This design comes from an exercise in tuning for small area, a short achievable clock period and few clock cycles on the open sky130 flow, not from production work. Only simulation tests tie the RTL to the original design; equivalence was not proved. Power and IR drop assume default switching activity.

Setup of the reference run:
Design divider, start of the top module:
module divider(
	input wire [31:0] dividend,
	input wire [31:0] divisor,
	input clk,
	input rst,
	input start,
	output wire [31:0] quotient,
	output wire [31:0] remainder,
	output wire busy,
	output wire done
);
Size in the first run: about 1100 cells after synthesis, about 99 flip-flops, about 130 I/O pins, roughly 9500 um2 of cells after synthesis.
export LEC_CHECK = 0
export CAP_MARGIN = 20
export CORE_MARGIN = 2
export CORE_UTILIZATION = 40
export PLACE_DENSITY = 0.6
export SETUP_SLACK_MARGIN = 2.75
export SLEW_MARGIN = 20
create_clock -name core_clock -period 8.0 [get_ports {clk}]
standard.sh (not shown) runs the stock make flow with config.mk's settings and CLKGATE_MAP_FILE= SYNTH_SCRIPT=/design/flow/synth_recipe.tcl, a recipe that flattens the netlist after the stock synthesis.
==> flow/flow/run.sh <==
#!/bin/bash
set -euo pipefail
export BUFFER_PORTS_ARGS="-buffer_cell sky130_fd_sc_hd__buf_1"
bash standard.sh > standard_flow.log 2>&1
Testbench counts of the reference run, summed over its fixed seeds: cycles 5,255.
#### Input delta (the trial run over the reference run)
- a change of SETUP_SLACK_MARGIN from 2.75 to 2.5
- a change of CORE_UTILIZATION from 40 to 45
- a change of PLACE_DENSITY from 0.6 to 0.7
### Flow results
Between the reference run and the trial run, the flow reports detailed route wirelength on metal3 increasing by more than 10%. Between the trial run and the reference run, global-route wire length before repair is lower for the trial run, the reference run comes in above that. [compare] base=the reference run new=the trial run: critical path depth +2; cell area after placement -about 1%. The highest layer used for signal routing comes out met5 in one run and met4 in the other, namely in the trial run and the reference run respectively. Of the two values seen for capturing element of the worst setup path, q[20]$_DFFE_PP_ was produced by the trial run and d[26]$_DFF_P_ by the reference run. Between the trial run and the reference run, the row count is lower for the trial run. Between the trial run and the reference run, the clock tree skew after final layout does not differ in any meaningful way. On total power: the trial run sits below the reference run. Portion of the clock cycle consumed by the worst path in the final layout: the trial run vs the reference run up 2.4 points. As far as unique cell type count in the Yosys netlist goes, the reference run and the trial run are indistinguishable; the numbers are identical.

========
Setup of JK:
divider, a different RTL version from the one above (not shown whole).
Size: ~1100 cells after synthesis, ~99 flip-flops, ~130 I/O pins.
Settings: LEC_CHECK=0, CAP_MARGIN=20, CORE_MARGIN=2, CORE_UTILIZATION=40, PLACE_DENSITY=0.6, SETUP_SLACK_MARGIN=2.5, SLEW_MARGIN=20; clock period 8.0 ns.
==> flow/flow/run.sh <==
#!/bin/bash
set -euo pipefail
export BUFFER_PORTS_ARGS="-buffer_cell sky130_fd_sc_hd__buf_1"
export CTS_ARGS="-sink_clustering_enable -repair_clock_nets -dont_use_dummy_load"
bash standard.sh > standard_flow.log 2>&1
JK: flow completed, timing, DRC and antenna clean
Testbench counts of JK, summed over its fixed seeds: cycles 5,255.
The inputs of MS differ from those of JK as listed below.
--- a/flow/config.mk
+++ b/flow/config.mk
@@ -8,6 +8,6 @@
 export CAP_MARGIN = 20
 export CORE_MARGIN = 2
-export CORE_UTILIZATION = 40
+export CORE_UTILIZATION = 50
 export PLACE_DENSITY = 0.6
-export SETUP_SLACK_MARGIN = 2.5
+export SETUP_SLACK_MARGIN = 2.25
 export SLEW_MARGIN = 20
MS has completed all stages; timing, DRC and antenna checks passed.
Logic gate share of total power ends up higher on JK.
Post-route minimum period, MS and JK, higher one = MS.
For multi-input gate count, MS and JK come out practically identical.
--- input diff MS..AL ---
--- a/flow/config.mk
+++ b/flow/config.mk
@@ -10,4 +10,4 @@
 export CORE_UTILIZATION = 50
 export PLACE_DENSITY = 0.6
-export SETUP_SLACK_MARGIN = 2.25
+export SETUP_SLACK_MARGIN = 2.5
 export SLEW_MARGIN = 20
### Flow results
| fmax | higher: AL |
Looking at cell area across both flows, AL is the weaker of the two, with MS ahead.
Compared with MS, AL shows a higher global-route total usage across every layer.
Across both runs, maximum cell stage delay along the critical path was higher for AL than for MS.
AL reports its worst setup path startpoint as dividend[15] while MS reports r[0]$_DFF_P_.
Relative to AL, the following input files were edited for TR:
--- a/flow/config.mk
+++ b/flow/config.mk
@@ -9,5 +9,5 @@
 export CORE_MARGIN = 2
 export CORE_UTILIZATION = 50
-export PLACE_DENSITY = 0.6
+export PLACE_DENSITY = 0.7
 export SETUP_SLACK_MARGIN = 2.5
 export SLEW_MARGIN = 20
Both conditions hold for TR: the flow ran to the end and the final layout passed the timing, DRC and antenna checks.
AL went all the way through synthesis, placement and routing and the layout is clean on timing, DRC and antenna.
Diff AL -> TR: power of the clock network decreased by about 1% relative to the old numbers, final routed wirelength across all metal layers dropped about 2%, relative area change from synthesis to final layout climbed 0.84 points.
From AL to TR, net count of the mapped netlist did not move at all.
TR and AL ended up with roughly the same post-placement cell area.
Of TR and AL, AL shows the lower headroom to the max-slew limit, with TR above it.

-- static timing again, ports no longer ideal --
The results above use ideal ports. As a check the final layouts listed here were re-extracted and re-timed, cells and wires unchanged.
Step 1 sets driving cells, clkbuf_16 on the clock port and buf_2 on the other inputs (assumed; they add their load-dependent delay and slew).
Step 2, shift: input delay + t, output delay - t, t = (earliest + latest rising clock arrival at the registers) / 2. This alone moves slack from input paths to output paths.
a / b / c = ideal ports / drivers / drivers and shift; a / b = the first two.
| run | t, ns | slack for setup (ns) | cell pins on the clock port's net |
|---|---|---|---|
| the reference run | 0.409 | 2.752 / 2.759 / 2.350 | 1 |
| the trial run | 0.393 | 2.556 / 2.574 / 2.181 | 1 |
| JK | 0.392 | 2.539 / 2.539 / 2.267 | 1 |
| MS | 0.383 | 2.460 / 2.460 / 2.147 | 1 |
| AL | 0.394 | 2.646 / 2.663 / 2.269 | 1 |
| TR | 0.394 | 2.600 / 2.624 / 2.231 | 1 |
After both steps every run listed still meets setup and hold. For the reference run, which loses most, drivers alone change the setup slack by +0.007 ns; drivers and shift together by -0.402 ns.
